Context: an optimization exercise on an open-source flow, tuned for small area, a short achievable clock period and few clock cycles. The choices shown serve that exercise and are no tape-out recipe.
In this exercise RTL edits were held to simulation tests only and were not proved equivalent to the original.
No activity file was given, so power comes from the tool's default toggle rates.

--- design/flow/config.mk ---
export PLATFORM = sky130hd
export DESIGN_NAME = drawLine
export DESIGN_NICKNAME = drawLine
export VERILOG_FILES = /design/flow/design.v
export SDC_FILE = /design/flow/constraint.sdc
export NUM_CORES = 4
export LEC_CHECK = 0
export CAP_MARGIN = 20
export CORE_MARGIN = 2
export CORE_UTILIZATION = 40
export PLACE_DENSITY = 0.6
export SETUP_SLACK_MARGIN = 2.95
export SLEW_MARGIN = 20
--- design/flow/constraint.sdc ---
create_clock -name core_clock -period 6.0 [get_ports {clk}]
set_input_delay 1.2000 -clock core_clock [delete_from_list [all_inputs] [get_ports {clk}]]
set_output_delay 1.2000 -clock core_clock [all_outputs]
set_load 0.01 [all_outputs]
--- design/flow/design.v ---
module drawLine
    (
        output logic [18:0] addr  ,
        output logic [31:0] data  ,
        output logic        wr    ,
        input  logic        busy  ,
        input  logic        clk   ,
        input  logic        reset ,
        input  logic        clk_en,
        input  logic        start ,
        output logic        done  ,
        input  logic [31:0] dataa ,
        input  logic [31:0] datab ,
        input  logic  [7:0] n     ,
        output logic [31:0] result
    );
    logic        sa, sb, sc, sd, se, sf, sg, sw, run;   
    logic        single;                            
    logic        first;                             
    logic        steep, sgx, sgy;
    logic [10:0] freg;
    logic  [9:0] cnt;
    wire [9:0] rp = result[9:0];
    wire [9:0] rq = result[29:20];
    wire idle = ~(sa | sb | sc | sd | se | sf | sg | sw | run);
    wire [9:0] x0 = dataa[9:0];
    wire [9:0] y0 = dataa[19:10];
    wire [9:0] x1 = dataa[29:20];
    wire [9:0] y1 = datab[9:0];
    wire       empty = (x0 == x1) && (y0 == y1) && (n != 8'd0);
    wire        cci = sb | (sc & ~sgx) | (sf & ~steep);
    wire [11:0] ccw = {1'b0, cnt, 1'b1} + {1'b0, ~rq, cci};
    wire        ccout = ccw[11];
    wire  [9:0] cc = ccw[10:1];
    wire        g    = ~freg[10];               
    wire        fsel = sb | sc | g;
    wire        fci  = sb | g;
    wire [10:0] fop  = fsel ? ~{1'b0, rp} : {1'b0, rq};
    wire [11:0] fsw  = {freg, 1'b1} + {fop, fci};
    wire [10:0] fs   = fsw[11:1];
    wire  [9:0] bigD = steep ? rq : cnt;
    wire        mx  = ~first & (~steep | g);
    wire        my  = ~first & (steep | g);
    wire        xn  = mx & sgx;
    wire        h0  = my ^ xn;
    wire        h1  = my ? sgy : xn;
    wire        h2  = my ? ~sgy : xn;
    wire [18:0] addend = {{9{h1}}, h2, h1, h0, {6{xn}}, mx}
                       | {2'b00, rp & {10{sb}}, 7'd0}
                       | {9'd0, rq[9:7] & {3{sc}}, 7'd0};
    wire [10:0] alo   = {1'b0, addr[9:0]} + {1'b0, addend[9:0]};
    wire  [8:0] ahi0  = addr[18:10] + addend[18:10];
    wire  [8:0] ahi1  = addr[18:10] + addend[18:10] + 9'd1;
    wire [18:0] asum  = {alo[10] ? ahi1 : ahi0, alo[9:0]};
    wire issue = ~busy;
    wire start_e = idle & start;
    wire ev_run  = (sg | run) & issue;           
    wire last    = (cnt == 10'd1);
    wire ev_one  = ((sc & single) | sw) & issue;  
    wire fin     = (ev_run & last) | ev_one;      
    wire        en_cnt  = start_e | sc | (sf & steep) | ev_run;
    wire  [9:0] d_cnt   = (sg | run) ? cnt - 10'd1 :
                          sc ? cc ^ {10{sgx}} :
                          sf ? rq : x1;
    wire        en_freg = start_e | sb | sc | sf | sg | (run & issue & ~first);
    wire [10:0] d_freg  = sf ? ~{2'b00, bigD[9:1]} :
                          idle ? {1'b0, y1} : fs;
    wire        en_addr = start_e | sb | sc | (run & issue);
    wire [18:0] d_addr  = idle ? {y0, 2'b00, x0[6:0]} : asum;
    wire        en_rp   = sa | sb | sf | fin;
    wire  [9:0] d_rp    = sa ? y0 : sb ? 10'd0 : sf ? cc ^ {10{steep}} : datab[9:0];
    wire        en_rq   = sa | sd | (sf & steep) | fin;
    wire  [9:0] d_rq    = sa ? x0 : sd ? freg[9:0] ^ {10{sgy}} : sf ? cnt : datab[29:20];
    wire        en_col  = sa | fin;
    assign data = {22'd0, result[19:10]};
    always_ff @(posedge clk) begin
        if (reset) begin
            sa     <= 1'b0;
            sb     <= 1'b0;
            sc     <= 1'b0;
            sd     <= 1'b0;
            se     <= 1'b0;
            sf     <= 1'b0;
            sg     <= 1'b0;
            sw     <= 1'b0;
            run    <= 1'b0;
            wr     <= 1'b0;
            done   <= 1'b0;
            result <= 32'd0;
        end else if (clk_en) begin
            sa   <= start_e & ~empty;
            sb   <= sa;
            sc   <= sb;
            sd   <= sc & ~single;
            se   <= sd;
            sf   <= se;
            sg   <= sf;
            sw   <= ((sc & single) | sw) & ~issue;
            run  <= (sg | run) & ~(issue & last);
            wr   <= ev_run | ev_one;
            done <= (start_e & empty) | fin;
            if (en_rp)  result[9:0]   <= d_rp;
            if (en_col) result[19:10] <= datab[19:10];
            if (en_rq)  result[29:20] <= d_rq;
            if (fin)    result[31:30] <= datab[31:30];
        end
    end
    always_ff @(posedge clk) begin
        if (clk_en) begin
            if (start_e) begin
                single <= (n == 8'd0);
            end
            if (start_e | ev_run)
                first <= start_e;
            if (sb)
                sgx <= ~ccout;
            if (sc)
                sgy <= freg[10];
            if (se)
                steep <= ~ccout;
            if (en_cnt)
                cnt <= d_cnt;
            if (en_freg)
                freg <= d_freg;
            if (en_addr)
                addr <= d_addr;
        end
    end
endmodule
--- design/flow/flow/run.sh ---
#!/bin/bash
# Standard layout, with the port buffers made of the smallest buffer cell
# (the resizer upsizes them where timing needs it).
set -euo pipefail
export BUFFER_PORTS_ARGS="-buffer_cell sky130_fd_sc_hd__buf_1"
bash standard.sh finish > make_finish.log 2>&1
--- design/flow/standard.sh ---
#!/bin/bash
# synth_recipe.tcl (not shown) runs the flow's synth.tcl, then flattens the netlist and writes it again
# the make line also repeats each setting of config.mk as NAME=value (left out here)
make -C /OpenROAD-flow-scripts/flow DESIGN_CONFIG=/design/flow/config.mk WORK_HOME=/design/flow/orfs CLKGATE_MAP_FILE= SYNTH_SCRIPT=/design/flow/synth_recipe.tcl "${@:-finish}"
==> flow_summary_export.csv, run 1 <==
group,metric,value,unit
run_status,status,"complete, no violations",
floorplanning,start_util,40.61,%
global_routing,grt_pass1_vias,6155,
global_routing,grtUsageMet3,3.695,%
worst_setup_path,crit_fanout,4,
worst_setup_path,worstPathArrival,3.32,ns
clock_tree,cts_buffers,9,
synthesis,synth.most_common_cell,"nor2_1",
timing,period_needed,3.231,ns
timing,timing.hold.ws,0.5015,ns
global_routing,grt_usage,23.69,%
floorplanning,placementRows,49,
floorplanning,io_pins,162,
clock_tree,clock_path_buffers,2,
detailed_routing,vias,6870,
clock_tree,cts_hold_buf,0,
synthesis,seq_area_frac_synth,30.54,%
detailed_routing,drt_iter0_markers,609,
cells_and_area,finalNonFillerCells,1232,
synthesis,postSynth.asyncResetShare,0,%
cells_and_area,antenna_cells,0,
power_and_ir_drop,p_sw,0.6571,mW
worst_setup_path,r2r-start,"steep",
detailed_routing,routed_wl,23900,um
clock_tree,cts.sinks,88,
synthesis,ys.flop_type,"edfxtp_1",
global_routing,grt_max_degree,64,
detailed_routing,via_per_inst,5.576,
global_routing,grt_pass1_wl,35330,um
synthesis,synth_cell_type_count,61,
synthesis,ys_seq_elements,88,
timing,slew_headroom,31.80,%
power_and_ir_drop,total_power,1.865,mW
clock_tree,cts_max_level,3,
timing,setup_violations,0,
timing,worst_pin_slew,1.023,ns
placed_design,gp_congestion,0.8934,
clock_tree,cts-root-buf,"clkbuf_16",
timing,slew_viol_final,0,
timing,clock_skew,0.009577,ns
cells_and_area,syn2layout_area_growth,20.88,%
detailed_routing,dr.pass1.iters,6,
worst_setup_path,endpoint_kind,"register",
worst_setup_path,worstSetupStartpoint,"steep",
synthesis,synthTopCellsByArea,"edfxtp_1 19%, dfxtp_1 12%, xnor2_1 8.6%",
power_and_ir_drop,ir_worst_vdd,140.1,uV
power_and_ir_drop,powerDensity,213.0,nW/um2
global_routing,grt_use_met2,37.62,%
placed_design,dp.cells,1178,
detailed_routing,drc,0,
detailed_routing,ant_nets,0,
placed_design,io_buffers,137,
clock_tree,cts_tree,"done",
synthesis,synth.avg_cell_area,8.414,um2
clock_tree,clock_latency,0.36,ns
synthesis,yosys.area.top_type,"edfxtp_1",
power_and_ir_drop,pwr-share-clk,30.9,%
min_path,hold_start,"wr",
power_and_ir_drop,cellInternalPower,1.208,mW
floorplanning,die_w,138.6,um
cells_and_area,drive_above_1_share,14.26,%
power_and_ir_drop,seqPwrFrac,38.1,%
min_path,worstHoldPathType,"register to register",
floorplanning,dieHeight,138.6,um
global_routing,antenna_found_initial,0,
synthesis,synth_edf_count,45,
synthesis,yosys-top-cells-count,"103 x nor2_1, 95 x a21oi_1, 71 x xnor2_1",
power_and_ir_drop,swShare,35.23,%
worst_setup_path,worstSetupPathType,"register to register",
global_routing,met1_usage,31.82,%
synthesis,synthCells,861,
worst_setup_path,cp-start-kind,"register",
power_and_ir_drop,p_leak,3.326,nW
timing,setup_slack,2.769,ns
placed_design,hpwl,17030,um
global_routing,overflow,0,
placed_design,pre_cts_slack,2.277,ns
detailed_routing,wl_per_cell,19.40,um
synthesis,ys_warn_count,1,
synthesis,synth_area,7244,um2
timing,period_share,53.85,%
cells_and_area,layout.nets,1121,
timing,fmax,0.3095,GHz
floorplanning,fp.dieArea,19200,um2
global_routing,busiest_layer,"met2",
timing,hold_viol_final,0,
clock_tree,clk_pin_slew,0.07,ns
worst_setup_path,required,6.09,ns
run,cap_violations,0,
floorplanning,fp.coreArea,17840,um2
power_and_ir_drop,pwr-share-comb,31.0,%
synthesis,yosysTopAreaCellShare,18.65,%
timing,rsz0062_at_grt,"yes",
timing,tns,0,ns
==> layer usage <==
metal / vias to the layer above / part of all wire [%]
met2: 324 / 47
li1: 3296 / -
met4: 0 / 3.7
met5: - / 0
met3: 48 / 7.5
met1: 3202 / 42
==> kinds of logic after synthesis <==
kind of cell	count (synthesis)	synth area share, %
and+or+nand+nor	243	15.68
AOI/OAI and AO/OA	242	21.14
buffers and inverters	110	7.479
xor gates and xnor gates	95	11.68
DFF	88	30.54
adders and majority gates	46	8.359
muxes	36	5.078
other	1	0.05176
==> cell usage in the layout, fill, tap and decap left out, drive strengths merged, types with 3 or more instances in the layout <==
master	count
clkinv	3
xnor2	71
o31ai	3
fa	4
a21oi	96
dfxtp	43
ha	42
clkbuf	12
nor4	3
a31oi	5
nand3	11
mux2i	30
or2	5
inv	35
a211oi	46
xor2	23
nand2	53
nand3b	4
buf	179
nand2b	3
edfxtp	45
o21a	6
nand4	8
o31a	4
a21o	17
mux2	6
o41ai	3
conb	22
nor3	17
o21ai	39
nor2b	19
a221oi	5
nor2	104
and2	7
o21bai	3
==> power by group through the flow <==
stage / clock network, mW / registers (mW) / logic, mW
floorplan: 0 / 0.717 / 0.376
global placement: 0 / 0.722 / 0.497
detailed placement: 0 / 0.723 / 0.499
CTS: 0.585 / 0.709 / 0.530
global route: 0.602 / 0.713 / 0.633
finish: 0.577 / 0.710 / 0.578
==> area by class of cell <==
cell class	count	area, um2
Sequential cell	88	2216
Clock inverter	7	63.81
Multi-Input combinational cell	685	4923
Tap cell	229	286.5
Fill cell	1737	9084
Clock buffer	9	225.2
Inverter	32	126.4
Timing Repair Buffer	182	915.9
==> registers in the layout (all words and copies together) (netlist names) <==
register,count
first,1
sf,1
sd,1
done,1
sc,1
steep,1
wr,1
sb,1
single,1
addr,19
cnt,10
sgx,1
run,1
freg,11
result,32
se,1
sg,1
sw,1
sgy,1
sa,1
==> worst max-delay path: stages (launching register included) <==
cell,delay (ns)
edfxtp_1,0.52
buf_4,0.18
buf_6,0.09
buf_6,0.09
buf_12,0.09
nor2b_4,0.04
nor3_2,0.10
inv_1,0.08
fa_2,0.41
a21o_4,0.23
a221oi_4,0.28
o21a_1,0.24
buf_6,0.13
o21ai_4,0.06
xnor2_1,0.17
nand2_1,0.07
o211ai_1,0.08
o21ai_1,0.09
==> metrics by stage <==
| stage | utilization, % | area [um2] |
|---|---|---|
| CTS | 47.42 | 8459 |
| finish | 49.08 | 8757 |
| global placement | 43.87 | 7826 |
| detailed placement | 43.87 | 7826 |
| global route | 49.08 | 8757 |
| floorplan | - | 7397 |
==> repair_timing <==
item,in CTS,in global routing
buffers inserted,24,12
setup endpoints to repair,45,43
resized for setup,35,45
cloned,1,1
pin swaps,19,37
==> path summary, 6_finish.rpt <==
check	end	cells after the start	slack (ns)
worst max-delay path	cnt[9]	17	2.77
worst min-delay path	wr	2	0.50
worst max register to register	cnt[9]	17	2.77
worst min register to register	wr	2	0.50
Testbench counts, summed over its fixed seeds: cycles 75,107.
==> run 2: changes to the inputs <==
--- a/design/flow/config.mk
+++ b/design/flow/config.mk
@@ -6,8 +6,9 @@
 export NUM_CORES = 4
 export LEC_CHECK = 0
+export ABC_CLOCK_PERIOD_IN_PS = 2500
 export CAP_MARGIN = 20
 export CORE_MARGIN = 2
 export CORE_UTILIZATION = 40
 export PLACE_DENSITY = 0.6
-export SETUP_SLACK_MARGIN = 2.95
+export SETUP_SLACK_MARGIN = 2.5
 export SLEW_MARGIN = 20
==> run 2 against run 1 <==
  * Global-route usage fell by 0.84 points
  * Still clean on timing, DRC and antenna
  * Via count is 4.1% lower
  * Power fell by 3.8%
  * Largest power group unchanged
  * Final area down 6.6%
  * Flip-flop and latch count is the same
  * Critical endpoint is now addr[18]
  * Critical path type unchanged
==> flow_summary_export.csv, run 2 <==
group,metric,value,unit
global_routing,grt_pass1_vias,6057,
floorplanning,die_w,138.6,um
placed_design,dp.cells,1179,
detailed_routing,wl_per_cell,18.70,um
detailed_routing,vias,6588,
synthesis,synth_area,7244,um2
power_and_ir_drop,ir_worst_vdd,147.8,uV
floorplanning,fp.coreArea,17840,um2
synthesis,synth.most_common_cell,"nor2_1",
floorplanning,io_pins,162,
clock_tree,cts_max_level,3,
timing,timing.hold.ws,0.5139,ns
synthesis,synth.area.mux_share,5.078,%
timing,setup_violations,0,
detailed_routing,ant_nets,0,
timing,fmax,0.2949,GHz
cells_and_area,syn2layout_area_growth,12.88,%
worst_setup_path,required,6.10,ns
timing,period_share,56.51,%
clock_tree,cts-root-buf,"clkbuf_16",
cells_and_area,top_regs,"result (32), addr (19), freg (11)",
synthesis,synthSimpleGateAreaFrac,15.68,%
detailed_routing,via_per_inst,5.485,
timing,clock_skew,0.009043,ns
synthesis,yosys.area.top_type,"edfxtp_1",
placed_design,gp_congestion,0.8840,
cells_and_area,regMostFlops,"result",
cells_and_area,largest_reg_flops,32,
timing,slew_headroom,33.34,%
cells_and_area,layout.cells.most_common,"buf_1",
synthesis,yosysTopAreaCellShare,18.65,%
synthesis,synthCells,861,
synthesis,synth_cell_type_count,61,
worst_setup_path,worstPathArrival,3.49,ns
cells_and_area,final_cell_mix,"136 x buf_1, 103 x nor2_1, 95 x a21oi_1",
synthesis,synthTopCellsByArea,"edfxtp_1 19%, dfxtp_1 12%, xnor2_1 8.6%",
synthesis,synth_fa_ha_area_share,8.359,%
cells_and_area,layout.nets,1090,
global_routing,grt_usage,22.86,%
clock_tree,cts_tree,"done",
placed_design,hpwl,17110,um
detailed_routing,routed_wl,22460,um
synthesis,seq_area_frac_synth,30.54,%
global_routing,antenna_found_initial,0,
synthesis,ys.flop_type,"edfxtp_1",
timing,period_needed,3.391,ns
synthesis,postSynth.asyncResetShare,0,%
detailed_routing,drc,0,
clock_tree,clock_path_buffers,2,
placed_design,pre_cts_slack,2.305,ns
synthesis,synth.avg_cell_area,8.414,um2
cells_and_area,drive_above_1_share,6.379,%
worst_setup_path,crit_fanout,6,
floorplanning,placementRows,49,
worst_setup_path,cp-start-kind,"register",
timing,hold_viol_final,0,
synthesis,ys_seq_elements,88,
detailed_routing,dr.pass1.iters,5,
cells_and_area,post-route-cell-area,8178,um2
clock_tree,cts_buffers,9,
synthesis,yosys-top-cells-count,"103 x nor2_1, 95 x a21oi_1, 71 x xnor2_1",
run_status,status,"complete, no violations",
clock_tree,cts.sinks,88,
synthesis,synth-compound-area-share,21.14,%
floorplanning,dieHeight,138.6,um
synthesis,synth_edf_count,45,
timing,worst_pin_slew,0.9999,ns
synthesis,synth_xor_area_share,11.68,%
cells_and_area,post-route-util,45.84,%
worst_setup_path,worstSetupPathType,"register to register",
clock_tree,cts_hold_buf,0,
cells_and_area,finalNonFillerCells,1201,
run,cap_violations,0,
cells_and_area,antenna_cells,0,
cells_and_area,fill_cells,1826,
clock_tree,clk_pin_slew,0.07,ns
timing,slew_viol_final,0,
timing,setup_slack,2.609,ns
power_and_ir_drop,p_leak,3.097,nW
global_routing,overflow,0,
synthesis,synth_top_family_by_area,"compound AO/OA/AOI/OAI gates",
timing,tns,0,ns
synthesis,ys_warn_count,1,
timing,rsz0062_at_grt,"yes",
global_routing,grt_pass1_wl,34160,um
placed_design,dpl_cell_area,7785,um2
global_routing,grt_max_degree,64,
min_path,worstHoldPathType,"register to register",
detailed_routing,drt_iter0_markers,672,
placed_design,io_buffers,137,
worst_setup_path,endpoint_kind,"register",
power_and_ir_drop,powerDensity,219.5,nW/um2
power_and_ir_drop,total_power,1.795,mW
clock_tree,clock_latency,0.36,ns
floorplanning,fp.dieArea,19200,um2
floorplanning,start_util,40.61,%
==> run 2: changes by cell type in the layout (fill, tap and decap cells not counted), moves of 4 or more <==
cell     previous run  this run
xnor2_1            64        71
a21oi_1            86        95
xnor2_2             6         0
buf_4              37        12
ha_1               38        42
a21oi_2            10         1
o21ai_0            30        37
o21ai_1             8         2
==> run 2: per-layer routing <==
layer	vias to the layer above	wire, um	global-route usage [%]
met5	-	0	0
met4	0	658	7.680
met3	37	1428	3.108
met2	242	10540	37.39
met1	3076	9835	31.24
li1	3233	-	-
==> run 2: area by class of cell <==
cell class	instances	area (um2)	share of cell area, %
multi-input combinational	684	4623	56.53
sequential	88	2213	27.07
timing repair buffer	152	648.1	7.925
tap	229	286.5	3.504
clock buffer	10	239.0	2.922
inverter	32	120.1	1.469
clock inverter	6	47.55	0.5814
==> run 2: logic make-up after synthesis <==
| group | Yosys count |
|---|---|
| flops | 88 |
| xor+xnor | 95 |
| simple gates | 243 |
| mux | 36 |
| other cells | 1 |
| compound gates | 242 |
| buf+inv | 110 |
| fa+ha+maj | 46 |
==> run 2: final timing paths <==
path              cells past startpoint          to  startpoint  slack [ns]
hold reg to reg                       2  result[30]  result[30]        0.51
setup / recovery                     14    addr[18]       steep        2.61
hold / removal                        2  result[30]  result[30]        0.51
setup reg to reg                     14    addr[18]       steep        2.61
==> run 2: timing repair <==
action	CTS	global route
setup endpoints to repair	4	10
resized for setup	3	9
setup buffers	1	5
pin swaps	0	3
gates cloned	0	0
==> run 2: worst max-delay path, stage by stage, from the launching register on <==
cell      delay, ns
edfxtp_1       0.47
nor2b_2        0.22
mux2i_2        0.29
nor2_4         0.09
buf_12         0.15
a21o_1         0.15
ha_1           0.33
a21oi_1        0.16
nand2_1        0.11
a221oi_2       0.32
xnor2_1        0.21
inv_1          0.09
nor4_1         0.32
xnor2_1        0.16
a21oi_1        0.08
==> run 2: power breakdown <==
part           internal, mW  switching (mW)  total, mW
Sequential            0.672          0.0367      0.709
Clock                 0.299           0.276      0.575
Combinational         0.209           0.302      0.511
==> run 3: changes to the inputs <==
--- a/design/flow/config.mk
+++ b/design/flow/config.mk
@@ -11,4 +11,4 @@
 export CORE_UTILIZATION = 40
 export PLACE_DENSITY = 0.6
-export SETUP_SLACK_MARGIN = 2.5
+export SETUP_SLACK_MARGIN = 2.9
 export SLEW_MARGIN = 20
==> run 3 against run 2 <==
  * Clock skew increased by 0.0018 ns
  * Combinational power increased by 8.2%
  * Register-to-register slack improved by 0.22 ns
  * Maximum frequency increased by 7.0%
  * Non-clock buffer count increased by 14
  * Worst setup slack improved by 0.22 ns
  * Routed wire length increased by 3.0%
  * First-iteration DRC count decreased by 14%
  * Sequential share of layout area decreased by 0.97 points
  * Global-route usage increased by 0.68 points
  * Critical path type unchanged
  * Critical endpoint unchanged
  * Largest cell class unchanged
==> flow_summary_export.csv, run 3 <==
group,metric,value,unit
clock_tree,cts.sinks,88,
floorplanning,fp.dieArea,19200,um2
timing,worst_pin_slew,1.066,ns
cells_and_area,multiInputGateArea,4813,um2
cells_and_area,drive_above_1_share,10.74,%
cells_and_area,layout.cells.most_common,"buf_1",
cells_and_area,seqCellArea,2213,um2
power_and_ir_drop,p_leak,3.200,nW
timing,fmax,0.3155,GHz
placed_design,dpl_cell_area,7809,um2
clock_tree,clock_path_buffers,2,
cells_and_area,regMostFlops,"result",
placed_design,gp_congestion,0.8903,
synthesis,yosys.area.top_type,"edfxtp_1",
cells_and_area,top_regs,"result (32), addr (19), freg (11)",
clock_tree,cts_max_level,3,
detailed_routing,via_per_inst,5.454,
clock_tree,cts_buffers,9,
global_routing,busiest_layer,"met2",
synthesis,synth.most_common_cell,"nor2_1",
synthesis,synthCells,861,
synthesis,synth_cell_type_count,61,
timing,period_share,52.83,%
clock_tree,cts-root-buf,"clkbuf_16",
power_and_ir_drop,pwr-share-comb,29.9,%
power_and_ir_drop,p_sw,0.6548,mW
cells_and_area,largest_reg_flops,32,
placed_design,io_buffers,137,
timing,slew_viol_final,0,
synthesis,ys_warn_count,1,
synthesis,yosys-top-cells-count,"103 x nor2_1, 95 x a21oi_1, 71 x xnor2_1",
timing,clock_skew,0.01086,ns
synthesis,synth_edf_count,45,
floorplanning,die_w,138.6,um
synthesis,ys.flop_type,"edfxtp_1",
cells_and_area,fill_cells,1783,
global_routing,grt_max_degree,64,
floorplanning,start_util,40.61,%
synthesis,synth.avg_cell_area,8.414,um2
run,cap_violations,0,
min_path,worstHoldPathType,"register to register",
floorplanning,io_pins,162,
cells_and_area,final_cell_mix,"135 x buf_1, 103 x nor2_1, 91 x a21oi_1",
floorplanning,dieHeight,138.6,um
global_routing,grt_use_met2,38.51,%
timing,rsz0062_at_grt,"yes",
cells_and_area,layout.nets,1105,
run_status,status,"complete, no violations",
floorplanning,fp.coreArea,17840,um2
global_routing,grt_pass1_vias,6183,
detailed_routing,routed_wl,23130,um
synthesis,yosysTopAreaCellShare,18.65,%
worst_setup_path,cp-start-kind,"register",
synthesis,postSynth.asyncResetShare,0,%
worst_setup_path,worstPathArrival,3.27,ns
detailed_routing,ant_nets,0,
power_and_ir_drop,swShare,35.34,%
detailed_routing,vias,6632,
timing,period_needed,3.170,ns
power_and_ir_drop,ir_worst_vdd,156.3,uV
synthesis,seq_area_frac_synth,30.54,%
power_and_ir_drop,powerDensity,218.5,nW/um2
detailed_routing,dr.pass1.iters,5,
clock_tree,clock_latency,0.36,ns
clock_tree,cts_hold_buf,0,
timing,hold_viol_final,0,
global_routing,overflow,0,
timing,tns,0,ns
worst_setup_path,endpoint_kind,"register",
clock_tree,clk_pin_slew,0.07,ns
detailed_routing,drc,0,
clock_tree,cts_tree,"done",
power_and_ir_drop,cellInternalPower,1.198,mW
timing,setup_violations,0,
cells_and_area,antenna_cells,0,
global_routing,met1_usage,31.75,%
synthesis,synthTopCellsByArea,"edfxtp_1 19%, dfxtp_1 12%, xnor2_1 8.6%",
cells_and_area,post-route-cell-area,8481,um2
floorplanning,placementRows,49,
cells_and_area,syn2layout_area_growth,17.06,%
global_routing,grt_pass1_wl,35160,um
detailed_routing,wl_per_cell,19.02,um
global_routing,grtUsageMet3,4.282,%
placed_design,hpwl,17200,um
global_routing,antenna_found_initial,0,
synthesis,ys_seq_elements,88,
power_and_ir_drop,seqPwrFrac,38.3,%
worst_setup_path,worstSetupPathType,"register to register",
global_routing,grt_usage,23.54,%
power_and_ir_drop,pwr-share-clk,31.9,%
synthesis,synth_area,7244,um2
detailed_routing,drt_iter0_markers,579,
worst_setup_path,required,6.10,ns
worst_setup_path,crit_fanout,7,
timing,slew_headroom,28.93,%
==> run 3: metal layers <==
layer,part of all wire (%),up-vias
li1,-,3261
met1,43,3083
met2,48,260
met3,6.9,28
met4,2.3,0
met5,0,-
==> run 3: kinds of logic after synthesis <==
kind of cell               synth area share (%)
muxes                                     5.078
AOI/OAI and AO/OA                         21.14
xor gates and xnor gates                  11.68
buffers and inverters                     7.479
DFF                                       30.54
and+or+nand+nor                           15.68
other                                   0.05176
adders and majority gates                 8.359
==> run 3: area by class of cell <==
cell class	instances	area share [%]
Multi-Input combinational cell	685	56.76
Sequential cell	88	26.10
Timing Repair Buffer	166	8.852
Tap cell	229	3.379
Clock buffer	9	2.656
Inverter	32	1.416
Clock inverter	7	0.8410
==> run 3: power groups by stage <==
stage	clock network [mW]	registers [mW]	logic (mW)
after floorplan	0	0.717	0.374
after global placement	0	0.723	0.496
after detailed placement	0	0.722	0.500
after CTS	0.601	0.709	0.529
after global routing	0.627	0.713	0.607
final	0.590	0.709	0.553
==> run 3: timing repair <==
| item | 4_1_cts | 5_1_grt |
|---|---|---|
| buffers inserted | 13 | 8 |
| resized for setup | 26 | 24 |
| pin swaps | 11 | 12 |
| endpoints found under the setup margin | 20 | 22 |
| cloned | 1 | 0 |
==> run 3: final timing paths <==
check	start	endpoint	slack (ns)	depth (start not counted)
setup / recovery	steep	addr[18]	2.83	12
hold / removal	result[30]	result[30]	0.51	2
setup reg to reg	steep	addr[18]	2.83	12
hold reg to reg	result[30]	result[30]	0.51	2
==> run 3: worst max-delay path, cell delays in order (launching register included) <==
cell and delay (ns):
edfxtp_1 0.48, nor2b_2 0.20, mux2i_2 0.29, nor2_4 0.09, buf_4 0.15, a221o_1 0.31
ha_4 0.30, nand2_2 0.06, o31ai_4 0.33, nand3_2 0.18, nor4_4 0.29, xnor2_1 0.14
a21oi_1 0.09
==> run 3: per-stage QoR <==
step / util (%) / power, mW / hold slack [ns] / worst slack [ns] / std cells
after floorplan: - / 1.090 / 0.4767 / 2.905 / 882
after global placement: 43.77 / 1.219 / 0.4740 / 2.277 / 1178
after detailed placement: 43.77 / 1.223 / 0.4909 / 2.249 / 1178
after CTS: 46.79 / 1.839 / 0.5120 / 2.896 / 1208
after global routing: 47.53 / 1.946 / 0.5369 / 2.717 / 1216
final: 47.53 / 1.853 / 0.5065 / 2.830 / 1216
==> run 4: changes to the inputs <==
--- a/design/flow/config.mk
+++ b/design/flow/config.mk
@@ -13,2 +13,3 @@
 export SETUP_SLACK_MARGIN = 2.9
 export SLEW_MARGIN = 20
+export TNS_END_PERCENT = 0
==> run 4 against run 3 <==
  * Still clean
  * Routed wire length grew 1.1%
  * Die area is the same
  * Cell count shrank 0.58%
  * Maximum frequency shrank 2.0%
  * Non-clock buffer count shrank 8
  * Final area shrank 2.0%
  * Via count grew 0.48%
  * Clock power is essentially flat
  * Register-to-register slack lost 0.06 ns
  * Combinational power shrank 4.0%
  * Critical path type unchanged
  * Critical endpoint is now freg[9]
  * Largest power group unchanged
==> flow_summary_export.csv, run 4 <==
group,metric,value,unit
worst_setup_path,crit_path_top_delay_cell,"ha_1",
clock_tree,cts_max_level,3,
run,cap_violations,0,
power_and_ir_drop,ir_worst_vdd,155.7,uV
synthesis,synth.most_common_cell,"nor2_1",
floorplanning,placementRows,49,
global_routing,grt_usage,23.88,%
worst_setup_path,cp.depth,15,
cells_and_area,layout.nets,1098,
worst_setup_path,worstSetupStartpoint,"sb",
timing,rsz0062_at_grt,"yes",
clock_tree,clk_pin_slew,0.08,ns
global_routing,grt_max_degree,64,
power_and_ir_drop,powerDensity,220.2,nW/um2
timing,slew_headroom,31.51,%
synthesis,synthCells,861,
worst_setup_path,worstPathArrival,3.34,ns
power_and_ir_drop,pwr-share-comb,29.0,%
synthesis,ys_seq_elements,88,
power_and_ir_drop,total_power,1.831,mW
floorplanning,die_w,138.6,um
worst_setup_path,worstSetupPathType,"register to register",
synthesis,yosysTopAreaCellShare,18.65,%
floorplanning,dieHeight,138.6,um
placed_design,hpwl,17160,um
timing,worst_pin_slew,1.027,ns
detailed_routing,via_per_inst,5.512,
timing,fmax,0.3093,GHz
timing,hold_viol_final,0,
cells_and_area,drive_above_1_share,8.061,%
worst_setup_path,cp_num_buf_inv,2,
clock_tree,cts-root-buf,"clkbuf_16",
global_routing,grt_pass1_vias,6200,
worst_setup_path,required,6.10,ns
synthesis,seq_area_frac_synth,30.54,%
global_routing,overflow,0,
run_status,status,"complete, no violations",
synthesis,ys.flop_type,"edfxtp_1",
detailed_routing,drt_iter0_markers,576,
cells_and_area,layout.cells.most_common,"buf_1",
worst_setup_path,crit_family,"compound AO/OA/AOI/OAI gates",
synthesis,postSynth.asyncResetShare,0,%
power_and_ir_drop,p_leak,3.148,nW
timing,timing.hold.ws,0.5085,ns
floorplanning,start_util,40.61,%
cells_and_area,top_regs,"result (32), addr (19), freg (11)",
timing,slew_viol_final,0,
cells_and_area,largest_reg_flops,32,
timing,period_needed,3.233,ns
worst_setup_path,path_cells,"buf_6 > nand2b_1 > inv_1 > nand2_4 > nor2_1 > a21oi_1 > ha_1 > nor2b_1 > o21ai_0 > nand2b_1 > a21o_1 > a31o_2 > a311oi_2 > xor2_1 > o21ai_0",
min_path,worstHoldPathType,"register to register",
worst_setup_path,crit_fanout,19,
placed_design,io_buffers,137,
detailed_routing,routed_wl,23390,um
min_path,hold_start,"result[31]",
cells_and_area,fill_cells,1802,
cells_and_area,syn2layout_area_growth,14.77,%
global_routing,grt_pass1_wl,35510,um
cells_and_area,regMostFlops,"result",
worst_setup_path,endpoint_kind,"register",
clock_tree,clock_path_buffers,2,
worst_setup_path,r2r-start,"sb",
timing,period_share,53.88,%
power_and_ir_drop,cellInternalPower,1.185,mW
detailed_routing,vias,6664,
worst_setup_path,cp_slowest_stage_delay,0.33,ns
clock_tree,clock_latency,0.36,ns
cells_and_area,final_cell_mix,"135 x buf_1, 103 x nor2_1, 94 x a21oi_1",
placed_design,gp_congestion,0.9039,
floorplanning,fp.coreArea,17840,um2
cells_and_area,antenna_cells,0,
synthesis,yosys-top-cells-count,"103 x nor2_1, 95 x a21oi_1, 71 x xnor2_1",
timing,setup_violations,0,
synthesis,synth_cell_type_count,61,
synthesis,synth.avg_cell_area,8.414,um2
clock_tree,cts_buffers,9,
power_and_ir_drop,pwr-share-clk,32.3,%
power_and_ir_drop,swShare,35.30,%
detailed_routing,wl_per_cell,19.35,um
clock_tree,cts_tree,"done",
power_and_ir_drop,p_sw,0.6461,mW
timing,clock_skew,0.009174,ns
worst_setup_path,cp-start-kind,"register",
floorplanning,io_pins,162,
timing,tns,0,ns
detailed_routing,drc,0,
synthesis,yosys.area.top_type,"edfxtp_1",
detailed_routing,dr.pass1.iters,6,
synthesis,synth_edf_count,45,
detailed_routing,ant_nets,0,
min_path,whs_path_depth,2,
cells_and_area,post-route-util,46.60,%
synthesis,ys_warn_count,1,
synthesis,synthTopCellsByArea,"edfxtp_1 19%, dfxtp_1 12%, xnor2_1 8.6%",
clock_tree,cts.sinks,88,
power_and_ir_drop,seqPwrFrac,38.7,%
synthesis,synth_area,7244,um2
worst_setup_path,reg2reg_depth,15,
floorplanning,fp.dieArea,19200,um2
global_routing,antenna_found_initial,0,
## run 4: routing by layer
layer / vias up / part of all wire [%] / GRT usage [%] / wire [um]
li1: 3251 / - / - / -
met1: 3107 / 44 / 32.22 / 10290
met3: 41 / 6.2 / 3.039 / 1460
met4: 0 / 3.8 / 10.85 / 879
met2: 265 / 46 / 38.38 / 10770
met5: - / 0 / 0 / 0
## run 4: area by class of cell
class / instances / area [um2] / share of cell area (%)
Clock inverter: 7 / 71.32 / 0.8578
Sequential cell: 88 / 2213 / 26.62
Inverter: 32 / 120.1 / 1.445
Clock buffer: 9 / 225.2 / 2.709
Timing Repair Buffer: 158 / 694.4 / 8.352
Multi-Input combinational cell: 686 / 4703 / 56.57
Tap cell: 229 / 286.5 / 3.446
## run 4: final timing paths
kind | endpoint | slack (ns)
max reg2reg | freg[9] | 2.77
max | freg[9] | 2.77
min | result[31] | 0.51
min reg2reg | result[31] | 0.51
## run 4: per-stage QoR
step	setup WS, ns	instance area (um2)	std cells
5_1_grt	2.600	8314	1209
4_1_cts	2.841	8313	1209
3_5_place_dp	2.206	7804	1178
2_1_floorplan	2.891	7365	882
6_report	2.767	8314	1209
3_3_place_gp	2.225	7804	1178
## run 4: logic make-up after synthesis
kind of cell	count (synthesis)	share of synthesized area [%]
simple gates	243	15.68
compound gates	242	21.14
buf+inv	110	7.479
xor+xnor	95	11.68
flops	88	30.54
fa+ha+maj	46	8.359
mux	36	5.078
other cells	1	0.05176
## run 4: tightest hold or removal path, delay by kind of cell (launching register included)
kind	cells	cell delay [ns]
DFF	1	0.34
muxes	1	0.07
and+or+nand+nor	1	0.07
## run 4: power groups by stage
stage | combinational, mW | sequential [mW] | clock (mW)
final | 0.531 | 0.709 | 0.590
after global placement | 0.494 | 0.723 | 0
after detailed placement | 0.497 | 0.723 | 0
after floorplan | 0.373 | 0.717 | 0
after CTS | 0.524 | 0.709 | 0.596
after global routing | 0.584 | 0.713 | 0.617
## run 4: what timing repair did
action	in CTS	in global routing
hold buffers	0	0
cloned	2	0
buffers inserted	13	0
pin swaps	11	0
endpoints found under the setup margin	24	33
resized for setup	22	1
==> run 5: changes to the inputs <==
--- a/design/flow/config.mk
+++ b/design/flow/config.mk
@@ -10,6 +10,6 @@
 export CORE_MARGIN = 2
 export CORE_UTILIZATION = 40
+export GPL_TIMING_DRIVEN = 1
 export PLACE_DENSITY = 0.6
 export SETUP_SLACK_MARGIN = 2.9
 export SLEW_MARGIN = 20
-export TNS_END_PERCENT = 0
==> run 5 against run 4 <==
  * Power rose by 1.2%
  * Area after synthesis did not move
  * Count of clock-buffer cells in the layout did not move
  * First-iteration DRC count rose by 0.52%
  * Still clean on timing, DRC and antenna
  * Critical path depth fell by 3
  * Non-clock buffer count rose by 8
  * Hold slack got worse by 0.0020 ns
  * Via count fell by 0.48%
  * Sequential share of layout area fell by 0.52 points
  * Die area did not move
==> flow_summary_export.csv, run 5 <==
group,metric,value,unit
run_status,status,"complete, no violations",
worst_setup_path,worstSetupStartpoint,"steep",
floorplanning,die_w,138.6,um
power_and_ir_drop,ir_worst_vdd,156.3,uV
synthesis,ys_seq_elements,88,
worst_setup_path,crit_fanout,7,
power_and_ir_drop,total_power,1.853,mW
detailed_routing,drt_iter0_markers,579,
timing,worst_pin_slew,1.066,ns
floorplanning,io_pins,162,
worst_setup_path,cp-start-kind,"register",
synthesis,yosysTopAreaCellShare,18.65,%
floorplanning,dieHeight,138.6,um
synthesis,synth_edf_count,45,
timing,hold_viol_final,0,
cells_and_area,largest_reg_flops,32,
clock_tree,clk_pin_slew,0.07,ns
timing,fmax,0.3155,GHz
clock_tree,cts.sinks,88,
floorplanning,fp.coreArea,17840,um2
clock_tree,cts-root-buf,"clkbuf_16",
timing,slew_viol_final,0,
global_routing,grt_pass1_vias,6183,
clock_tree,cts_buffers,9,
global_routing,grt_max_degree,64,
timing,setup_violations,0,
cells_and_area,layout.cells.most_common,"buf_1",
worst_setup_path,worstSetupPathType,"register to register",
min_path,worstHoldPathType,"register to register",
synthesis,seq_area_frac_synth,30.54,%
floorplanning,placementRows,49,
clock_tree,cts_tree,"done",
timing,period_share,52.83,%
global_routing,grt_pass1_wl,35160,um
clock_tree,cts_max_level,3,
synthesis,synthCells,861,
floorplanning,fp.dieArea,19200,um2
cells_and_area,drive_above_1_share,10.74,%
synthesis,yosys.area.top_type,"edfxtp_1",
cells_and_area,post-route-util,47.53,%
placed_design,gp_congestion,0.8903,
global_routing,grt_usage,23.54,%
detailed_routing,wl_per_cell,19.02,um
power_and_ir_drop,p_leak,3.200,nW
worst_setup_path,worstPathArrival,3.27,ns
detailed_routing,dr.pass1.iters,5,
detailed_routing,drc,0,
placed_design,dp.cells,1178,
detailed_routing,ant_nets,0,
synthesis,ys_warn_count,1,
synthesis,ys.flop_type,"edfxtp_1",
detailed_routing,routed_wl,23130,um
cells_and_area,post-route-cell-area,8481,um2
placed_design,io_buffers,137,
timing,rsz0062_at_grt,"yes",
min_path,hold_start,"result[30]",
timing,slew_headroom,28.93,%
cells_and_area,finalNonFillerCells,1216,
detailed_routing,via_per_inst,5.454,
timing,tns,0,ns
power_and_ir_drop,powerDensity,218.5,nW/um2
synthesis,synth_cell_type_count,61,
cells_and_area,top_regs,"result (32), addr (19), freg (11)",
worst_setup_path,required,6.10,ns
cells_and_area,syn2layout_area_growth,17.06,%
worst_setup_path,endpoint_kind,"register",
synthesis,synth_area,7244,um2
synthesis,synth.avg_cell_area,8.414,um2
placed_design,dpl_cell_area,7809,um2
global_routing,overflow,0,
cells_and_area,final_cell_mix,"135 x buf_1, 103 x nor2_1, 91 x a21oi_1",
synthesis,postSynth.asyncResetShare,0,%
detailed_routing,vias,6632,
clock_tree,clock_path_buffers,2,
cells_and_area,regMostFlops,"result",
floorplanning,start_util,40.61,%
run,cap_violations,0,
cells_and_area,layout.nets,1105,
timing,clock_skew,0.01086,ns
clock_tree,clock_latency,0.36,ns
synthesis,synthTopCellsByArea,"edfxtp_1 19%, dfxtp_1 12%, xnor2_1 8.6%",
worst_setup_path,r2r-start,"steep",
cells_and_area,antenna_cells,0,
placed_design,hpwl,17200,um
synthesis,synth.most_common_cell,"nor2_1",
synthesis,yosys-top-cells-count,"103 x nor2_1, 95 x a21oi_1, 71 x xnor2_1",
cells_and_area,fill_cells,1783,
global_routing,antenna_found_initial,0,
timing,period_needed,3.170,ns
run 5: layer usage:
metal,track usage (%),share of wire (%)
met4,7.250,2.3
met2,38.51,48
met3,4.282,6.9
met5,0,0
met1,31.75,43
run 5: report_power, final:
| group | switching, mW | internal (mW) |
|---|---|---|
| registers | 0.0374 | 0.672 |
| clock network | 0.295 | 0.295 |
| logic | 0.322 | 0.231 |
run 5: worst max-delay path, stage by stage, from the launching register on:
cell	delay (ns)
edfxtp_1	0.48
nor2b_2	0.20
mux2i_2	0.29
nor2_4	0.09
buf_4	0.15
a221o_1	0.31
ha_4	0.30
nand2_2	0.06
o31ai_4	0.33
nand3_2	0.18
nor4_4	0.29
xnor2_1	0.14
a21oi_1	0.09
run 5: worst paths after layout:
check | endpoint | slack (ns) | depth (start not counted)
setup reg to reg | addr[18] | 2.83 | 12
hold / removal | result[30] | 0.51 | 2
setup / recovery | addr[18] | 2.83 | 12
hold reg to reg | result[30] | 0.51 | 2
run 5: logic make-up (layout without fill, tap and decap cells):
| kind of cell | count (synthesis) | after routing | share of synthesized area (%) |
|---|---|---|---|
| and+or+nand+nor | 243 | 244 | 15.68 |
| AOI/OAI and AO/OA | 242 | 242 | 21.14 |
| buffers and inverters | 110 | 214 | 7.479 |
| xor gates and xnor gates | 95 | 95 | 11.68 |
| DFF | 88 | 88 | 30.54 |
| adders and majority gates | 46 | 46 | 8.359 |
| muxes | 36 | 36 | 5.078 |
| other | 1 | 22 | 0.05176 |
run 5: timing repair:
| item | CTS | global route |
|---|---|---|
| cloned | 1 | 0 |
| pin swaps | 11 | 12 |
| resized for setup | 26 | 24 |
| hold buffers | 0 | 0 |
| setup endpoints to repair | 20 | 22 |
| setup buffers | 13 | 8 |
run 5: per-stage QoR:
step | hold slack (ns) | setup WS, ns
global placement | 0.4740 | 2.277
finish | 0.5065 | 2.830
global route | 0.5369 | 2.717
floorplan | 0.4767 | 2.905
CTS | 0.5120 | 2.896
detailed placement | 0.4909 | 2.249
run 5: layout make-up:
cell class / instances / area [um2] / area share (%)
inverters: 32 / 120.1 / 1.416
flip-flops and latches: 88 / 2213 / 26.10
clock buffers: 9 / 225.2 / 2.656
well taps: 229 / 286.5 / 3.379
clock inverters: 7 / 71.32 / 0.8410
repair buffers: 166 / 750.7 / 8.852
multi-input cells: 685 / 4813 / 56.76
==> run 6: changes to the inputs <==
--- a/design/flow/config.mk
+++ b/design/flow/config.mk
@@ -10,5 +10,5 @@
 export CORE_MARGIN = 2
 export CORE_UTILIZATION = 40
-export GPL_TIMING_DRIVEN = 1
+export CTS_CLUSTER_SIZE = 30
 export PLACE_DENSITY = 0.6
 export SETUP_SLACK_MARGIN = 2.9
==> run 6 against run 5 <==
  * First-iteration DRC count is the same
  * Worst setup slack did not move
  * Clock skew did not move
  * Clock power is essentially flat
  * Non-clock buffer count unchanged
  * Flip-flop and latch count is the same
  * Combinational power is essentially flat
  * Final area stayed put
  * Highest routed layer unchanged
==> flow_summary_export.csv, run 6 <==
group,metric,value,unit
run_status,status,"complete, no violations",
synthesis,synthTopCellsByArea,"edfxtp_1 19%, dfxtp_1 12%, xnor2_1 8.6%",
power_and_ir_drop,swShare,35.34,%
clock_tree,cts_buffers,9,
clock_tree,clk_pin_slew,0.07,ns
floorplanning,placementRows,49,
synthesis,yosys.area.top_type,"edfxtp_1",
clock_tree,cts.sinks,88,
synthesis,synth_edf_count,45,
detailed_routing,drt_iter0_markers,579,
clock_tree,cts_max_level,3,
clock_tree,cts-root-buf,"clkbuf_16",
floorplanning,fp.dieArea,19200,um2
detailed_routing,via_per_inst,5.454,
floorplanning,dieHeight,138.6,um
worst_setup_path,required,6.10,ns
detailed_routing,routed_wl,23130,um
timing,setup_slack,2.830,ns
timing,rsz0062_at_grt,"yes",
global_routing,grt_usage,23.54,%
placed_design,pre_cts_slack,2.249,ns
run,cap_violations,0,
synthesis,yosys-top-cells-count,"103 x nor2_1, 95 x a21oi_1, 71 x xnor2_1",
worst_setup_path,reg2reg_depth,12,
detailed_routing,ant_nets,0,
timing,worst_pin_slew,1.066,ns
clock_tree,clock_latency,0.36,ns
placed_design,gp_congestion,0.8903,
synthesis,yosysTopAreaCellShare,18.65,%
global_routing,grt_pass1_wl,35160,um
power_and_ir_drop,cellInternalPower,1.198,mW
power_and_ir_drop,pwr-share-comb,29.9,%
detailed_routing,dr.pass1.iters,5,
synthesis,synth.avg_cell_area,8.414,um2
detailed_routing,vias,6632,
global_routing,overflow,0,
cells_and_area,largest_reg_flops,32,
cells_and_area,top_regs,"result (32), addr (19), freg (11)",
worst_setup_path,cp-start-kind,"register",
cells_and_area,layout.cells.most_common,"buf_1",
synthesis,ys_warn_count,1,
floorplanning,fp.coreArea,17840,um2
min_path,worstHoldPathType,"register to register",
power_and_ir_drop,p_sw,0.6548,mW
floorplanning,die_w,138.6,um
worst_setup_path,worstSetupPathType,"register to register",
power_and_ir_drop,total_power,1.853,mW
cells_and_area,syn2layout_area_growth,17.06,%
power_and_ir_drop,seqPwrFrac,38.3,%
power_and_ir_drop,pwr-share-clk,31.9,%
worst_setup_path,crit_fanout,7,
cells_and_area,drive_above_1_share,10.74,%
timing,fmax,0.3155,GHz
timing,slew_headroom,28.93,%
power_and_ir_drop,ir_worst_vdd,156.3,uV
synthesis,synth.most_common_cell,"nor2_1",
placed_design,io_buffers,137,
placed_design,dp.cells,1178,
cells_and_area,post-route-util,47.53,%
placed_design,hpwl,17200,um
synthesis,ys_seq_elements,88,
detailed_routing,wl_per_cell,19.02,um
timing,clock_skew,0.01086,ns
timing,period_needed,3.170,ns
clock_tree,clock_path_buffers,2,
detailed_routing,drc,0,
cells_and_area,layout.nets,1105,
timing,slew_viol_final,0,
floorplanning,start_util,40.61,%
global_routing,grt_max_degree,64,
synthesis,postSynth.asyncResetShare,0,%
cells_and_area,antenna_cells,0,
power_and_ir_drop,p_leak,3.200,nW
cells_and_area,finalNonFillerCells,1216,
floorplanning,io_pins,162,
synthesis,ys.flop_type,"edfxtp_1",
cells_and_area,regMostFlops,"result",
synthesis,synthCells,861,
cells_and_area,final_cell_mix,"135 x buf_1, 103 x nor2_1, 91 x a21oi_1",
worst_setup_path,worstPathArrival,3.27,ns
global_routing,grt_pass1_vias,6183,
cells_and_area,fill_cells,1783,
synthesis,synth_area,7244,um2
min_path,whs_path_depth,2,
clock_tree,cts_hold_buf,0,
clock_tree,cts_tree,"done",
timing,setup_violations,0,
timing,period_share,52.83,%
synthesis,synth_cell_type_count,61,
power_and_ir_drop,powerDensity,218.5,nW/um2
timing,tns,0,ns
worst_setup_path,endpoint_kind,"register",
synthesis,seq_area_frac_synth,30.54,%
global_routing,antenna_found_initial,0,
timing,hold_viol_final,0,
==> run 6: cell counts in the layout (fill, tap and decap cells not counted) <==
Identical to the previous run, type by type.
==> run 6: kinds of logic (layout without fill, tap and decap cells) <==
group                    after synthesis  count (layout)  share of synthesized area [%]
other                                  1              22                        0.05176
flip-flops                            88              88                          30.54
buffers and inverters                110             214                          7.479
AO/OA/AOI/OAI                        242             242                          21.14
AND/OR/NAND/NOR                      243             244                          15.68
adder cells (fa/ha/maj)               46              46                          8.359
multiplexers                          36              36                          5.078
XOR/XNOR                              95              95                          11.68
==> run 6: final timing paths <==
check / start / to / slack, ns
worst max-delay path: steep / addr[18] / 2.83
worst min-delay path: result[30] / result[30] / 0.51
worst max register to register: steep / addr[18] / 2.83
worst min register to register: result[30] / result[30] / 0.51
==> run 6: metrics by stage <==
stage	hold WS [ns]	cell area (um2)
after detailed placement	0.4909	7809
after CTS	0.5120	8348
after global routing	0.5369	8481
after global placement	0.4740	7809
after floorplan	0.4767	7370
final	0.5065	8481
==> run 6: area by class of cell <==
class / instances / area, um2 / area share (%)
Sequential cell: 88 / 2213 / 26.10
Tap cell: 229 / 286.5 / 3.379
Multi-Input combinational cell: 685 / 4813 / 56.76
Clock inverter: 7 / 71.32 / 0.8410
Clock buffer: 9 / 225.2 / 2.656
Inverter: 32 / 120.1 / 1.416
Timing Repair Buffer: 166 / 750.7 / 8.852
==> run 6: worst max-delay path, cell delays in order (launching register included) <==
cell	delay, ns
edfxtp_1	0.48
nor2b_2	0.20
mux2i_2	0.29
nor2_4	0.09
buf_4	0.15
a221o_1	0.31
ha_4	0.30
nand2_2	0.06
o31ai_4	0.33
nand3_2	0.18
nor4_4	0.29
xnor2_1	0.14
a21oi_1	0.09
==> run 6: timing repair <==
item	in CTS	in global routing
pin swaps	11	12
setup endpoints to repair	20	22
gates resized for setup	26	24
buffers inserted	13	8
gates cloned	1	0
==> run 6: routing by layer <==
metal | vias to the layer above | global-route usage [%] | routed length [um]
met5 | - | 0 | 0
met2 | 260 | 38.51 | 11100
li1 | 3261 | - | -
met3 | 28 | 4.282 | 1594
met1 | 3083 | 31.75 | 9901
met4 | 0 | 7.250 | 535
==> run 6: power groups by stage <==
| stage | Sequential, mW | Combinational [mW] | Clock [mW] |
|---|---|---|---|
| detailed placement | 0.722 | 0.500 | 0 |
| floorplan | 0.717 | 0.374 | 0 |
| global route | 0.713 | 0.607 | 0.627 |
| global placement | 0.723 | 0.496 | 0 |
| CTS | 0.709 | 0.529 | 0.601 |
| finish | 0.709 | 0.553 | 0.590 |
==> run 7: changes to the inputs <==
--- a/design/flow/config.mk
+++ b/design/flow/config.mk
@@ -6,9 +6,8 @@
 export NUM_CORES = 4
 export LEC_CHECK = 0
-export ABC_CLOCK_PERIOD_IN_PS = 2500
+export ABC_CLOCK_PERIOD_IN_PS = 3500
 export CAP_MARGIN = 20
 export CORE_MARGIN = 2
 export CORE_UTILIZATION = 40
-export CTS_CLUSTER_SIZE = 30
 export PLACE_DENSITY = 0.6
 export SETUP_SLACK_MARGIN = 2.9
==> run 7 against run 6 <==
  * Still clean
  * Critical path depth unchanged
  * Synthesized cell count unchanged
  * Clock skew unchanged
  * Sequential power hardly changed
  * Non-clock buffer count unchanged
  * Die area stayed put
  * Power unchanged
  * Clock power barely moved
  * Critical endpoint unchanged
==> flow_summary_export.csv, run 7 <==
group,metric,value,unit
detailed_routing,via_per_inst,5.454,
synthesis,ys.flop_type,"edfxtp_1",
timing,setup_slack,2.830,ns
cells_and_area,top_regs,"result (32), addr (19), freg (11)",
worst_setup_path,crit_fanout,7,
global_routing,grt_max_degree,64,
timing,slew_headroom,28.93,%
synthesis,yosys-top-cells-count,"103 x nor2_1, 95 x a21oi_1, 71 x xnor2_1",
cells_and_area,drive_above_1_share,10.74,%
worst_setup_path,required,6.10,ns
min_path,worstHoldPathType,"register to register",
timing,clock_skew,0.01086,ns
detailed_routing,dr.pass1.iters,5,
clock_tree,cts-root-buf,"clkbuf_16",
timing,hold_viol_final,0,
synthesis,ys_warn_count,1,
cells_and_area,final_cell_mix,"135 x buf_1, 103 x nor2_1, 91 x a21oi_1",
cells_and_area,regMostFlops,"result",
power_and_ir_drop,powerDensity,218.5,nW/um2
placed_design,hpwl,17200,um
synthesis,synth_area,7244,um2
detailed_routing,routed_wl,23130,um
clock_tree,cts_buffers,9,
worst_setup_path,cp_slowest_stage_delay,0.48,ns
worst_setup_path,cp-start-kind,"register",
worst_setup_path,path_cells,"nor2b_2 > mux2i_2 > nor2_4 > buf_4 > a221o_1 > ha_4 > nand2_2 > o31ai_4 > nand3_2 > nor4_4 > xnor2_1 > a21oi_1",
worst_setup_path,endpoint_kind,"register",
synthesis,synthTopCellsByArea,"edfxtp_1 19%, dfxtp_1 12%, xnor2_1 8.6%",
synthesis,ys_seq_elements,88,
timing,tns,0,ns
power_and_ir_drop,ir_worst_vdd,156.3,uV
floorplanning,die_w,138.6,um
worst_setup_path,worstSetupPathType,"register to register",
detailed_routing,drt_iter0_markers,579,
power_and_ir_drop,p_leak,3.200,nW
global_routing,antenna_found_initial,0,
synthesis,postSynth.asyncResetShare,0,%
global_routing,grt_usage,23.54,%
placed_design,io_buffers,137,
synthesis,synth.avg_cell_area,8.414,um2
clock_tree,cts.sinks,88,
synthesis,yosys.area.top_type,"edfxtp_1",
detailed_routing,ant_nets,0,
timing,fmax,0.3155,GHz
detailed_routing,wl_per_cell,19.02,um
timing,timing.hold.ws,0.5065,ns
synthesis,yosysTopAreaCellShare,18.65,%
clock_tree,clock_latency,0.36,ns
floorplanning,fp.dieArea,19200,um2
power_and_ir_drop,total_power,1.853,mW
global_routing,overflow,0,
cells_and_area,layout.cells.most_common,"buf_1",
synthesis,synth_cell_type_count,61,
clock_tree,cts_tree,"done",
global_routing,grt_pass1_vias,6183,
timing,slew_viol_final,0,
clock_tree,clk_pin_slew,0.07,ns
cells_and_area,layout.nets,1105,
timing,rsz0062_at_grt,"yes",
worst_setup_path,crit_path_top_delay_cell,"edfxtp_1",
cells_and_area,syn2layout_area_growth,17.06,%
run,cap_violations,0,
worst_setup_path,worstPathArrival,3.27,ns
synthesis,seq_area_frac_synth,30.54,%
timing,period_needed,3.170,ns
floorplanning,placementRows,49,
timing,worst_pin_slew,1.066,ns
floorplanning,start_util,40.61,%
detailed_routing,vias,6632,
clock_tree,cts_max_level,3,
placed_design,gp_congestion,0.8903,
synthesis,synth.most_common_cell,"nor2_1",
detailed_routing,drc,0,
run_status,status,"complete, no violations",
global_routing,grt_pass1_wl,35160,um
synthesis,synth_edf_count,45,
worst_setup_path,worst-r2r-setup-slack,2.83,ns
timing,setup_violations,0,
floorplanning,fp.coreArea,17840,um2
timing,period_share,52.83,%
cells_and_area,antenna_cells,0,
clock_tree,clock_path_buffers,2,
cells_and_area,largest_reg_flops,32,
placed_design,pre_cts_slack,2.249,ns
synthesis,synthCells,861,
floorplanning,io_pins,162,
floorplanning,dieHeight,138.6,um
## run 7: cell counts in the layout (fill, tap and decap cells not counted)
No cell type changed its count.
## run 7: critical path: cells and delay by family, from the launching register on
family | cells | cell delay (ns)
flops | 1 | 0.48
xor+xnor | 1 | 0.14
mux | 1 | 0.29
simple gates | 5 | 0.82
compound gates | 3 | 0.73
buf+inv | 1 | 0.15
fa+ha+maj | 1 | 0.30
## run 7: cell families (layout without fill, tap and decap cells)
family,count (synthesis),count (layout),synth area share [%]
and+or+nand+nor,243,244,15.68
AOI/OAI and AO/OA,242,242,21.14
buffers and inverters,110,214,7.479
xor gates and xnor gates,95,95,11.68
DFF,88,88,30.54
adders and majority gates,46,46,8.359
muxes,36,36,5.078
other,1,22,0.05176
## run 7: final cells by class
class	count	area, um2
multi-input cells	685	4813
fillers	1783	9360
repair buffers	166	750.7
clock buffers	9	225.2
inverters	32	120.1
clock inverters	7	71.32
flip-flops and latches	88	2213
well taps	229	286.5
## run 7: path summary, 6_finish.rpt
kind	from	endpoint	cells after the start
worst max register to register	steep	addr[18]	12
worst min register to register	result[30]	result[30]	2
worst min-delay path	result[30]	result[30]	2
worst max-delay path	steep	addr[18]	12
## run 7: report_power, final
group	total, mW	internal (mW)	switching (mW)
combinational	0.553	0.231	0.322
clock	0.590	0.295	0.295
sequential	0.709	0.672	0.0374
## run 7: stage by stage
stage,instances,cell area [um2],utilization [%]
CTS,1208,8348,46.79
global placement,1178,7809,43.77
global route,1216,8481,47.53
floorplan,882,7370,-
finish,1216,8481,47.53
detailed placement,1178,7809,43.77
## run 7: routing by layer
layer  global-route usage (%)  part of all wire [%]  up-vias
li1                         -                     -     3261
met1                    31.75                    43     3083
met2                    38.51                    48      260
met3                    4.282                   6.9       28
met4                    7.250                   2.3        0
met5                        0                     0        -
## run 7: timing repair
item / in CTS / in global routing
pin swaps: 11 / 12
setup buffers: 13 / 8
cloned: 1 / 0
gates resized for setup: 26 / 24
setup endpoints to repair: 20 / 22
hold buffers: 0 / 0
==> run 8: changes to the inputs <==
--- a/design/flow/config.mk
+++ b/design/flow/config.mk
@@ -6,5 +6,5 @@
 export NUM_CORES = 4
 export LEC_CHECK = 0
-export ABC_CLOCK_PERIOD_IN_PS = 3500
+export ABC_CLOCK_PERIOD_IN_PS = 2000
 export CAP_MARGIN = 20
 export CORE_MARGIN = 2
==> run 8 against run 7 <==
  * First-iteration DRC count unchanged
  * Maximum frequency unchanged
  * Routed wire length unchanged
  * Sequential power about the same
  * Sequential share of layout area unchanged
  * Non-clock buffer count unchanged
  * Hold slack unchanged
  * Clock power about the same
  * Power unchanged
  * Flip-flop and latch count unchanged
  * Utilization unchanged
  * Via count unchanged
  * Largest power group unchanged
  * Highest routed layer unchanged
==> flow_summary_export.csv, run 8 <==
group,metric,value,unit
floorplanning,die_w,138.6,um
detailed_routing,vias,6632,
timing,fmax,0.3155,GHz
synthesis,postSynth.asyncResetShare,0,%
worst_setup_path,worstSetupStartpoint,"steep",
synthesis,synth.most_common_cell,"nor2_1",
detailed_routing,dr.pass1.iters,5,
clock_tree,clk_pin_slew,0.07,ns
worst_setup_path,r2r-start,"steep",
power_and_ir_drop,swShare,35.34,%
detailed_routing,via_per_inst,5.454,
floorplanning,fp.dieArea,19200,um2
run,cap_violations,0,
detailed_routing,routed_wl,23130,um
placed_design,dp.cells,1178,
power_and_ir_drop,cellInternalPower,1.198,mW
cells_and_area,antenna_cells,0,
timing,tns,0,ns
global_routing,grt_pass1_vias,6183,
worst_setup_path,path_cells,"nor2b_2 > mux2i_2 > nor2_4 > buf_4 > a221o_1 > ha_4 > nand2_2 > o31ai_4 > nand3_2 > nor4_4 > xnor2_1 > a21oi_1",
power_and_ir_drop,p_sw,0.6548,mW
clock_tree,cts_buffers,9,
min_path,hold_start,"result[30]",
synthesis,yosys-top-cells-count,"103 x nor2_1, 95 x a21oi_1, 71 x xnor2_1",
synthesis,ys_seq_elements,88,
worst_setup_path,worstPathArrival,3.27,ns
global_routing,grt_max_degree,64,
power_and_ir_drop,pwr-share-comb,29.9,%
cells_and_area,syn2layout_area_growth,17.06,%
placed_design,hpwl,17200,um
power_and_ir_drop,total_power,1.853,mW
timing,setup_violations,0,
timing,worst_pin_slew,1.066,ns
synthesis,synthCells,861,
detailed_routing,drc,0,
timing,slew_viol_final,0,
clock_tree,cts-root-buf,"clkbuf_16",
power_and_ir_drop,powerDensity,218.5,nW/um2
cells_and_area,layout.nets,1105,
cells_and_area,largest_reg_flops,32,
power_and_ir_drop,ir_worst_vdd,156.3,uV
worst_setup_path,cp_slowest_stage_delay,0.48,ns
timing,period_needed,3.170,ns
clock_tree,clock_path_buffers,2,
clock_tree,clock_latency,0.36,ns
synthesis,yosysTopAreaCellShare,18.65,%
timing,period_share,52.83,%
synthesis,seq_area_frac_synth,30.54,%
global_routing,grt_pass1_wl,35160,um
cells_and_area,drive_above_1_share,10.74,%
synthesis,synth_edf_count,45,
min_path,worstHoldPathType,"register to register",
global_routing,grt_usage,23.54,%
synthesis,synth_area,7244,um2
floorplanning,dieHeight,138.6,um
clock_tree,cts.sinks,88,
worst_setup_path,endpoint_kind,"register",
placed_design,io_buffers,137,
floorplanning,fp.coreArea,17840,um2
cells_and_area,top_regs,"result (32), addr (19), freg (11)",
synthesis,yosys.area.top_type,"edfxtp_1",
worst_setup_path,crit_path_top_delay_cell,"edfxtp_1",
floorplanning,io_pins,162,
timing,clock_skew,0.01086,ns
synthesis,ys_warn_count,1,
detailed_routing,wl_per_cell,19.02,um
cells_and_area,layout.cells.most_common,"buf_1",
timing,hold_viol_final,0,
cells_and_area,final_cell_mix,"135 x buf_1, 103 x nor2_1, 91 x a21oi_1",
worst_setup_path,cp-start-kind,"register",
synthesis,synth.avg_cell_area,8.414,um2
worst_setup_path,required,6.10,ns
synthesis,synth_cell_type_count,61,
floorplanning,placementRows,49,
cells_and_area,finalNonFillerCells,1216,
global_routing,antenna_found_initial,0,
cells_and_area,post-route-cell-area,8481,um2
power_and_ir_drop,p_leak,3.200,nW
clock_tree,cts_max_level,3,
placed_design,gp_congestion,0.8903,
detailed_routing,drt_iter0_markers,579,
cells_and_area,regMostFlops,"result",
run_status,status,"complete, no violations",
worst_setup_path,crit_fanout,7,
power_and_ir_drop,seqPwrFrac,38.3,%
detailed_routing,ant_nets,0,
placed_design,dpl_cell_area,7809,um2
worst_setup_path,worstSetupPathType,"register to register",
timing,slew_headroom,28.93,%
synthesis,synthTopCellsByArea,"edfxtp_1 19%, dfxtp_1 12%, xnor2_1 8.6%",
floorplanning,start_util,40.61,%
clock_tree,cts_tree,"done",
timing,rsz0062_at_grt,"yes",
power_and_ir_drop,pwr-share-clk,31.9,%
global_routing,overflow,0,
synthesis,ys.flop_type,"edfxtp_1",
-- run 8: cell families after synthesis --
logic type	count (synthesis)	share of synthesized area, %
flops	88	30.54
buf+inv	110	7.479
other cells	1	0.05176
compound gates	242	21.14
mux	36	5.078
fa+ha+maj	46	8.359
xor+xnor	95	11.68
simple gates	243	15.68
-- run 8: final cells by class --
class | count | area (um2)
Clock buffer | 9 | 225.2
Clock inverter | 7 | 71.32
Fill cell | 1783 | 9360
Inverter | 32 | 120.1
Multi-Input combinational cell | 685 | 4813
Sequential cell | 88 | 2213
Tap cell | 229 | 286.5
Timing Repair Buffer | 166 | 750.7
-- run 8: path summary, 6_finish.rpt --
kind                 to  slack, ns  cells after the start
max            addr[18]       2.83                     12
min          result[30]       0.51                      2
max reg2reg    addr[18]       2.83                     12
min reg2reg  result[30]       0.51                      2
-- run 8: timing repair --
item | 4_1_cts | 5_1_grt
gates cloned | 1 | 0
pin swaps | 11 | 12
hold buffers | 0 | 0
gates resized for setup | 26 | 24
setup endpoints to repair | 20 | 22
setup buffers | 13 | 8
-- run 8: per-layer routing --
metal | wire length, um | vias up | GRT usage (%)
met3 | 1594 | 28 | 4.282
met2 | 11100 | 260 | 38.51
met4 | 535 | 0 | 7.250
li1 | - | 3261 | -
met5 | 0 | - | 0
met1 | 9901 | 3083 | 31.75
-- run 8: stage by stage --
stage	worst slack (ns)	util, %	hold slack (ns)
final	2.830	47.53	0.5065
after global routing	2.717	47.53	0.5369
after CTS	2.896	46.79	0.5120
after detailed placement	2.249	43.77	0.4909
after global placement	2.277	43.77	0.4740
after floorplan	2.905	-	0.4767
-- run 8: worst max-delay path: cells and delay by family (launching register included) --
family / cells / cell delay [ns]
and+or+nand+nor: 5 / 0.82
AOI/OAI and AO/OA: 3 / 0.73
DFF: 1 / 0.48
adders and majority gates: 1 / 0.30
muxes: 1 / 0.29
buffers and inverters: 1 / 0.15
xor gates and xnor gates: 1 / 0.14
-- run 8: power by group through the flow --
stage	logic (mW)	clock network, mW	registers [mW]
after floorplan	0.374	0	0.717
after global placement	0.496	0	0.723
after detailed placement	0.500	0	0.722
after CTS	0.529	0.601	0.709
after global routing	0.607	0.627	0.713
final	0.553	0.590	0.709

[afterwards: timing with drivers on the ports]
Ports are ideal in the flow. The routed layouts listed here were re-timed in OpenROAD.
Step 1 (the two cells are an assumption about what drives the block):
set clk [get_ports {clk}]
set_driving_cell -lib_cell sky130_fd_sc_hd__clkbuf_16 $clk
set_driving_cell -lib_cell sky130_fd_sc_hd__buf_2 [delete_from_list [all_inputs] $clk]
Step 2 times the ports against the registers' clock, not the clock port: input delays grow and output delays shrink by t, the midpoint of the rising clock arrivals with the driver on.
a / b / c = no drivers / after step 1 / after step 2; a / b = the first two.
| run | t (ns) | slack for setup (ns) | cell pins on the clock port's net |
|---|---|---|---|
| run 1 | 0.401 | 2.769 / 2.769 / 2.769 | 1 |
| run 2 | 0.402 | 2.609 / 2.609 / 2.508 | 1 |
| run 3 | 0.402 | 2.830 / 2.830 / 2.830 | 1 |
| run 4 | 0.403 | 2.767 / 2.767 / 2.767 | 1 |
| run 5 | 0.402 | 2.830 / 2.830 / 2.830 | 1 |
| run 6 | 0.402 | 2.830 / 2.830 / 2.830 | 1 |
| run 7 | 0.402 | 2.830 / 2.830 / 2.830 | 1 |
| run 8 | 0.402 | 2.830 / 2.830 / 2.830 | 1 |
After both steps setup and hold are still met in every run listed. For run 2, which loses most, drivers alone change the setup slack by 0.000 ns; drivers and shift together by -0.101 ns.
